Source: an optimization exercise on an open RTL-to-GDS flow (aim: small area). Production flows keep margins and buffers that such runs may drop.
In this exercise RTL edits were held to simulation tests only and were not proved equivalent to the original.
The flow treats the clock pin as an ideal source. Dropping or thinning the clock tree relies on that and would not hold on a real chip.

Setup of job 101:
==> flow/design.v <==
module vending_machine(input CLK,
		       input RESET,
		       input RELOAD,
		       input CARD_IN,
		       input [3:0] ITEM_CODE,
		       input KEY_PRESS,
		       input VALID_TRAN,
		       input DOOR_OPEN,
		       output reg VEND,
		       output reg INVALID_SEL,
		       output reg [2:0] COST,
		       output reg FAILED_TRAN
		       );
   localparam [2:0] IDLE = 3'd0, RELOADING = 3'd3, CODE1 = 3'd5, CODE2 = 3'd4, TRANSACT = 3'd6, VENDING = 3'd2, RESETTING = 3'd1;
   reg [2:0] st;
   reg 	     flag;    
   reg [2:0] tm;      
   reg 	     det;     
   reg 	     n1;      
   reg [3:0] num2;    
   reg [79:0] cnt;    
   reg 	      allz;   
   wire tmo   = tm[2] & ~tm[1];
   wire first = ~tm[2] & ~tm[0];
   wire [2:0] tm_inc = tmo ? tm : {tm[1], tm[0], ~tm[2]};
   wire s_c1 = (st == CODE1);
   wire s_c2 = (st == CODE2);
   wire s_tr = (st == TRANSACT);
   wire s_vd = (st == VENDING);
   wire b3 = num2[3], b2 = num2[2], b1 = num2[1];
   wire [2:0] cost;
   assign cost[2] = n1 & (b3 | b2 | b1);
   assign cost[1] = n1 ? (b3 | ~(b2 | b1)) : (b3 | b2);
   assign cost[0] = n1 ? (~(b3 | b2 | b1) | (b2 & b1)) : (b3 | ~b2);
   wire [19:0] dsel, empty;
   wire vsel = s_vd & first;
   wire zsel_item;
   wire [3:0] lo;
   wire [5:0] hi;
   assign lo[0] = ~num2[1] & ~num2[0];
   assign lo[1] = ~num2[1] &  num2[0];
   assign lo[2] =  num2[1] & ~num2[0];
   assign lo[3] =  num2[1] &  num2[0];
   assign hi[0] = ~n1 & ~num2[3] & ~num2[2];
   assign hi[1] = ~n1 & ~num2[3] &  num2[2];
   assign hi[2] = ~n1 &  num2[3] & ~num2[2] & ~num2[1];
   assign hi[3] =  n1 & ~num2[3] & ~num2[2];
   assign hi[4] =  n1 & ~num2[3] &  num2[2];
   assign hi[5] =  n1 &  num2[3] & ~num2[2] & ~num2[1];
   wire [5:0] hv = hi & {6{vsel}};
   wire [5:0] zg;
   genvar i;
   generate
      for (i = 0; i < 20; i = i + 1) begin : dec
	 assign dsel[i] = hv[(i / 10) * 3 + (i % 10) / 4] & lo[(i % 10) % 4];
      end
   endgenerate
   assign zg[0] = empty[num2[1:0]];
   assign zg[1] = empty[4 + num2[1:0]];
   assign zg[2] = num2[0] ? empty[9] : empty[8];
   assign zg[3] = empty[10 + num2[1:0]];
   assign zg[4] = empty[14 + num2[1:0]];
   assign zg[5] = num2[0] ? empty[19] : empty[18];
   assign zsel_item = |(hi & zg);
   wire zsel = allz | zsel_item;
   wire inv2 = (num2[3] & (num2[2] | num2[1])) | zsel;
   wire bad1 = (ITEM_CODE[3:1] != 3'd0);
   wire invalid = det | inv2;
   always @(*) begin
      VEND = 1'b0;
      INVALID_SEL = 1'b0;
      FAILED_TRAN = 1'b0;
      COST = 3'd0;
      if (s_c1 | s_c2)
	INVALID_SEL = ~KEY_PRESS & tmo;
      if (s_tr) begin
	 INVALID_SEL = invalid;
	 FAILED_TRAN = ~invalid & ~VALID_TRAN & tmo;
	 if (~invalid & (VALID_TRAN | ~tmo))
	   COST = cost;
      end
      if (s_vd) begin
	 VEND = DOOR_OPEN | ~tmo;
	 COST = cost;
      end
   end
   reg [2:0] nst;
   reg 	     stay;
   always @(*) begin
      nst = IDLE;
      stay = 1'b0;
      case (st)
	IDLE: nst = RELOAD ? RELOADING : (CARD_IN ? CODE1 : IDLE);
	RELOADING: nst = RELOAD ? RELOADING : IDLE;
	CODE1: begin
	   stay = ~flag & (KEY_PRESS | ~tmo);
	   nst = flag ? CODE2 : (stay ? CODE1 : IDLE);
	end
	CODE2: begin
	   stay = ~flag & (KEY_PRESS | ~tmo);
	   nst = flag ? TRANSACT : (stay ? CODE2 : IDLE);
	end
	TRANSACT: begin
	   stay = ~invalid & ~VALID_TRAN & ~tmo;
	   nst = (invalid | (tmo & ~VALID_TRAN)) ? IDLE : (VALID_TRAN ? VENDING : TRANSACT);
	end
	VENDING: begin
	   stay = DOOR_OPEN | (~flag & ~tmo);
	   nst = stay ? VENDING : IDLE;
	end
	default: nst = IDLE;
      endcase
   end
   always @(posedge CLK) begin
      st <= RESET ? RESETTING : nst;
      tm <= stay ? tm_inc : 3'b000;
      flag <= stay & (flag | ((s_c1 | s_c2) & KEY_PRESS) | (s_vd & DOOR_OPEN));
      det <= (s_c1 & (det | (KEY_PRESS & bad1))) | (s_c2 & (det | (flag & inv2)));
      if (s_c1 & KEY_PRESS)
	n1 <= ITEM_CODE[0];
      if (s_c2 & KEY_PRESS)
	num2 <= ITEM_CODE;
   end
   wire clr = (st == RESETTING);
   wire rld = st[1] & st[0];    
   always @(posedge CLK)
     allz <= clr | (allz & ~rld);
   genvar gi;
   generate
      for (gi = 0; gi < 20; gi = gi + 1) begin : stock
	 wire [3:0] d;
	 stock_next u (.q(cnt[4*gi +: 4]), .sel(dsel[gi]), .rld(rld), .d(d), .empty(empty[gi]));
	 always @(posedge CLK)
	   cnt[4*gi +: 4] <= d;
      end
   endgenerate
endmodule
module stock_next(input [3:0] q, input sel, input rld, output [3:0] d, output empty);
   wire hold = ~(sel | rld);
   assign d[3] = (hold & q[3]) | (sel & q[2]) | rld;
   assign d[2] = (hold & q[2]) | (sel & q[1]);
   assign d[1] = (hold & q[1]) | (sel & q[0]);
   assign d[0] = (hold & q[0]) | (sel & ~(q[0] & q[3]));
   assign empty = ~(q[0] | q[3]);
endmodule
export LEC_CHECK = 0
export CAP_MARGIN = 20
export CORE_MARGIN = 2
export CORE_UTILIZATION = 90
export GPL_TIMING_DRIVEN = 0
export SLEW_MARGIN = 20
create_clock -name core_clock -period 10.0 [get_ports {CLK}]
standard.sh (not shown) runs the stock make flow with config.mk's settings and CLKGATE_MAP_FILE= SYNTH_SCRIPT=/design/flow/synth_recipe.tcl, a recipe that flattens the netlist after the stock synthesis.
==> flow/flow/run.sh <==
#!/bin/bash
# Own layout flow: the standard flow (standard.sh), with
#  - synthesis by synth_recipe.tcl with an area-oriented ABC script (flow/abc_proc.tcl),
#  - port buffers of the smallest buffer cell,
#  - a small clock tree built by flow/clock_buf.tcl in place of clock_tree_synthesis.
set -euo pipefail
W=$PWD
export MY_ABC_SCRIPT=$W/flow/abc_area.script
export BUFFER_PORTS_ARGS="-buffer_cell sky130_fd_sc_hd__buf_1"
export PRE_CTS_TCL=$W/flow/clock_buf.tcl
export CLOCK_BUF_CELL=sky130_fd_sc_hd__clkbuf_8
export CLOCK_BALANCED=1
export CLOCK_BUF_COUNT=${CLOCK_BUF_COUNT:-4}
export CLOCK_ROOT_CELL=
cat flow/abc_proc.tcl synth_recipe.tcl > my_synth.tcl
sed "s|SYNTH_SCRIPT=[^ ]*|SYNTH_SCRIPT=$W/my_synth.tcl|" standard.sh > my_standard.sh
grep -q "SYNTH_SCRIPT=$W/my_synth.tcl" my_standard.sh
bash my_standard.sh synth > synth.log 2>&1
bash my_standard.sh > layout.log 2>&1
==> flow/flow/clock_buf.tcl <==
proc clock_buf_centre {items} {
  set xs 0.0; set ys 0.0
  foreach it $items { set xs [expr {$xs + [lindex $it 1]}]; set ys [expr {$ys + [lindex $it 2]}] }
  return [list [expr {$xs / [llength $items]}] [expr {$ys / [llength $items]}]]
}

proc clock_tree_synthesis {args} {
  set block [ord::get_db_block]
  set dbu [$block getDbUnitsPerMicron]
  set net [$block findNet CLK]
  set items {}
  foreach it [$net getITerms] {
    set inst [$it getInst]
    set bb [$inst getBBox]
    lappend items [list "[$inst getName]/[[$it getMTerm] getName]" \
      [expr {([$bb xMin] + [$bb xMax]) / 2.0 / $dbu}] [expr {([$bb yMin] + [$bb yMax]) / 2.0 / $dbu}]]
  }
  # balanced split: halves along x, then each half into halves along y (CLOCK_BUF_COUNT 4),
  # or k-means (other counts)
  set k $::env(CLOCK_BUF_COUNT)
  set n [llength $items]
  if {$k == 4 && [info exists ::env(CLOCK_BALANCED)]} {
    set items [lsort -real -index 1 $items]
    set groups {}
    foreach half [list [lrange $items 0 [expr {$n / 2 - 1}]] [lrange $items [expr {$n / 2}] end]] {
      set half [lsort -real -index 2 $half]
      set m [llength $half]
      lappend groups [lrange $half 0 [expr {$m / 2 - 1}]] [lrange $half [expr {$m / 2}] end]
    }
  } else {
  set items [lsort -real -index 1 $items]
  set centres {}
  for {set i 0} {$i < $k} {incr i} {
    lappend centres [clock_buf_centre [lrange $items [expr {$i * $n / $k}] [expr {($i + 1) * $n / $k - 1}]]]
  }
  for {set iter 0} {$iter < 50} {incr iter} {
    set groups {}
    for {set i 0} {$i < $k} {incr i} { lappend groups {} }
    foreach it $items {
      set best 0; set bd 1e30
      for {set i 0} {$i < $k} {incr i} {
        lassign [lindex $centres $i] cx cy
        set d [expr {abs([lindex $it 1] - $cx) + abs([lindex $it 2] - $cy)}]
        if {$d < $bd} { set bd $d; set best $i }
      }
      lset groups $best [concat [lindex $groups $best] [list $it]]
    }
    set centres {}
    foreach g $groups { if {[llength $g]} { lappend centres [clock_buf_centre $g] } }
    set k [llength $centres]
  }
  }
  set i 0
  foreach g $groups {
    if {![llength $g]} { continue }
    lassign [clock_buf_centre $g] x y
    set pins {}
    foreach it $g { lappend pins [get_pins [lindex $it 0]] }
    set sbuf [insert_buffer -buffer_cell $::env(CLOCK_BUF_CELL) -net CLK -load_pins $pins \
      -location [list $x $y] -buffer_name clkbuf_$i -net_name clknet_$i]
    set buf [$block findInst [get_full_name $sbuf]]
    set out [[$buf findITerm X] getNet]
    $out setSigType CLOCK
    puts "clock_buf: [$buf getName] ([[$buf getMaster] getName]) at ($x, $y) drives [llength $g] clock pins"
    incr i
  }
  if {[info exists ::env(CLOCK_ROOT_CELL)] && $::env(CLOCK_ROOT_CELL) ne ""} {
    lassign [clock_buf_centre $items] x y
    set sbuf [insert_buffer -buffer_cell $::env(CLOCK_ROOT_CELL) -net CLK \
      -location [list $x $y] -buffer_name clkbuf_root -net_name clknet_root]
    set buf [$block findInst [get_full_name $sbuf]]
    [[$buf findITerm X] getNet] setSigType CLOCK
    puts "clock_buf: [$buf getName] ([[$buf getMaster] getName]) at ($x, $y) drives the $i buffers"
  }
  set_propagated_clock [all_clocks]
}
Other scripts of this flow, unchanged in this note and not shown: flow/flow/abc_area.script, flow/flow/abc_proc.tcl
Job 101 got as far as global placement without I/O, where a tool error ended the run.
For job 102, these inputs were changed with respect to job 101:
- a change of CORE_UTILIZATION from 90 to 80
-- flow/flow/run.sh --
<<< job 101, line 9
export BUFFER_PORTS_ARGS="-buffer_cell sky130_fd_sc_hd__buf_1"
export PRE_CTS_TCL=$W/flow/clock_buf.tcl
export CLOCK_BUF_CELL=sky130_fd_sc_hd__clkbuf_8
export CLOCK_BALANCED=1
export CLOCK_BUF_COUNT=${CLOCK_BUF_COUNT:-4}
export CLOCK_ROOT_CELL=
cat flow/abc_proc.tcl synth_recipe.tcl > my_synth.tcl
>>> job 102, line 9
export BUFFER_PORTS_ARGS="-buffer_cell sky130_fd_sc_hd__buf_1"
export PRE_CTS_TCL=$W/flow/clock_buf.tcl
export CLOCK_BUF_CELL=sky130_fd_sc_hd__clkbuf_16
export CLOCK_BUF_COUNT=${CLOCK_BUF_COUNT:-3}
export CLOCK_ROOT_CELL=
cat flow/abc_proc.tcl synth_recipe.tcl > my_synth.tcl
-- flow/flow/clock_buf.tcl --
<<< job 101, line 16
      [expr {([$bb xMin] + [$bb xMax]) / 2.0 / $dbu}] [expr {([$bb yMin] + [$bb yMax]) / 2.0 / $dbu}]]
  }
  # balanced split: halves along x, then each half into halves along y (CLOCK_BUF_COUNT 4),
  # or k-means (other counts)
  set k $::env(CLOCK_BUF_COUNT)
  set n [llength $items]
  if {$k == 4 && [info exists ::env(CLOCK_BALANCED)]} {
    set items [lsort -real -index 1 $items]
    set groups {}
    foreach half [list [lrange $items 0 [expr {$n / 2 - 1}]] [lrange $items [expr {$n / 2}] end]] {
      set half [lsort -real -index 2 $half]
      set m [llength $half]
      lappend groups [lrange $half 0 [expr {$m / 2 - 1}]] [lrange $half [expr {$m / 2}] end]
    }
  } else {
  set items [lsort -real -index 1 $items]
  set centres {}
  for {set i 0} {$i < $k} {incr i} {
>>> job 102, line 16
      [expr {([$bb xMin] + [$bb xMax]) / 2.0 / $dbu}] [expr {([$bb yMin] + [$bb yMax]) / 2.0 / $dbu}]]
  }
  # k-means on the register positions, started from a split along x
  set k $::env(CLOCK_BUF_COUNT)
  set items [lsort -real -index 1 $items]
  set n [llength $items]
  set centres {}
  for {set i 0} {$i < $k} {incr i} {
<<< job 101, line 49
    foreach g $groups { if {[llength $g]} { lappend centres [clock_buf_centre $g] } }
    set k [llength $centres]
  }
  }
  set i 0
>>> job 102, line 39
    foreach g $groups { if {[llength $g]} { lappend centres [clock_buf_centre $g] } }
    set k [llength $centres]
  }
  set i 0
## What came out
- Compared to job 101, job 102 has starting density of the core 9.2 points lower.
- Post-synthesis cell area: job 102 vs job 101 identical
- Comparing job 101 against job 102, there is no change at all in post-synthesis share of cell area spent on and, or, nand and nor gates.
- Of job 101 and job 102, only job 101 never reached the final stage.
- Job 101: it failed during global placement without I/O, and the tool reported GPL-0301.
[inputs] job 103 vs job 102
- CORE_UTILIZATION: 80 -> 85
-- flow/flow/run.sh --
<<< job 102, line 9
export BUFFER_PORTS_ARGS="-buffer_cell sky130_fd_sc_hd__buf_1"
export PRE_CTS_TCL=$W/flow/clock_buf.tcl
export CLOCK_BUF_CELL=sky130_fd_sc_hd__clkbuf_16
export CLOCK_BUF_COUNT=${CLOCK_BUF_COUNT:-3}
export CLOCK_ROOT_CELL=
cat flow/abc_proc.tcl synth_recipe.tcl > my_synth.tcl
>>> job 103, line 9
export BUFFER_PORTS_ARGS="-buffer_cell sky130_fd_sc_hd__buf_1"
export PRE_CTS_TCL=$W/flow/clock_buf.tcl
export CLOCK_BUF_CELL=sky130_fd_sc_hd__clkbuf_8
export CLOCK_BALANCED=1
export CLOCK_BUF_COUNT=${CLOCK_BUF_COUNT:-4}
export CLOCK_ROOT_CELL=
cat flow/abc_proc.tcl synth_recipe.tcl > my_synth.tcl
-- flow/flow/clock_buf.tcl --
<<< job 102, line 16
      [expr {([$bb xMin] + [$bb xMax]) / 2.0 / $dbu}] [expr {([$bb yMin] + [$bb yMax]) / 2.0 / $dbu}]]
  }
  # k-means on the register positions, started from a split along x
  set k $::env(CLOCK_BUF_COUNT)
  set items [lsort -real -index 1 $items]
  set n [llength $items]
  set centres {}
  for {set i 0} {$i < $k} {incr i} {
>>> job 103, line 16
      [expr {([$bb xMin] + [$bb xMax]) / 2.0 / $dbu}] [expr {([$bb yMin] + [$bb yMax]) / 2.0 / $dbu}]]
  }
  # balanced split: halves along x, then each half into halves along y (CLOCK_BUF_COUNT 4),
  # or k-means (other counts)
  set k $::env(CLOCK_BUF_COUNT)
  set n [llength $items]
  if {$k == 4 && [info exists ::env(CLOCK_BALANCED)]} {
    set items [lsort -real -index 1 $items]
    set groups {}
    foreach half [list [lrange $items 0 [expr {$n / 2 - 1}]] [lrange $items [expr {$n / 2}] end]] {
      set half [lsort -real -index 2 $half]
      set m [llength $half]
      lappend groups [lrange $half 0 [expr {$m / 2 - 1}]] [lrange $half [expr {$m / 2}] end]
    }
  } else {
  set items [lsort -real -index 1 $items]
  set centres {}
  for {set i 0} {$i < $k} {incr i} {
<<< job 102, line 39
    foreach g $groups { if {[llength $g]} { lappend centres [clock_buf_centre $g] } }
    set k [llength $centres]
  }
  set i 0
>>> job 103, line 49
    foreach g $groups { if {[llength $g]} { lappend centres [clock_buf_centre $g] } }
    set k [llength $centres]
  }
  }
  set i 0
==> results.txt <==
Tool error GPL-0301 stopped job 103 during global placement without I/O; no final results.
Re synthesized area per cell: no difference whatsoever between job 103 and job 102.
Area of the mapped netlist came out exactly the same in job 102 and job 103.
Per the comparison of job 103 with job 102, width of the die went down by about 2.8%; die outline height went down by about 2.8%.
[job 103] starting density of the core rose 2.5 points relative to job 102
In job 102 the design's own scripts or RTL, not TritonCTS, make the clock network.

## port drivers added, routing unchanged
Ports are ideal in the flow. The routed layout listed here was re-timed in OpenROAD. Step 1 assumes that a clkbuf_16 drives the clock port and a buf_2 every other input. Step 2 also shifts input and output timing later by t, the mid clock arrival at the registers, as if the neighbouring blocks saw the same clock. a / b / c = no drivers / after step 1 / after step 2; a / b = the first two.
run: job 102
t (ns): 0.223
setup slack, ns: 4.822 / 4.764 / 4.987
cell pins on the clock port's net: 3
After both steps job 102 still meets setup and hold. The setup slack of job 102 moves by -0.058 ns with the drivers and by +0.165 ns with both steps.
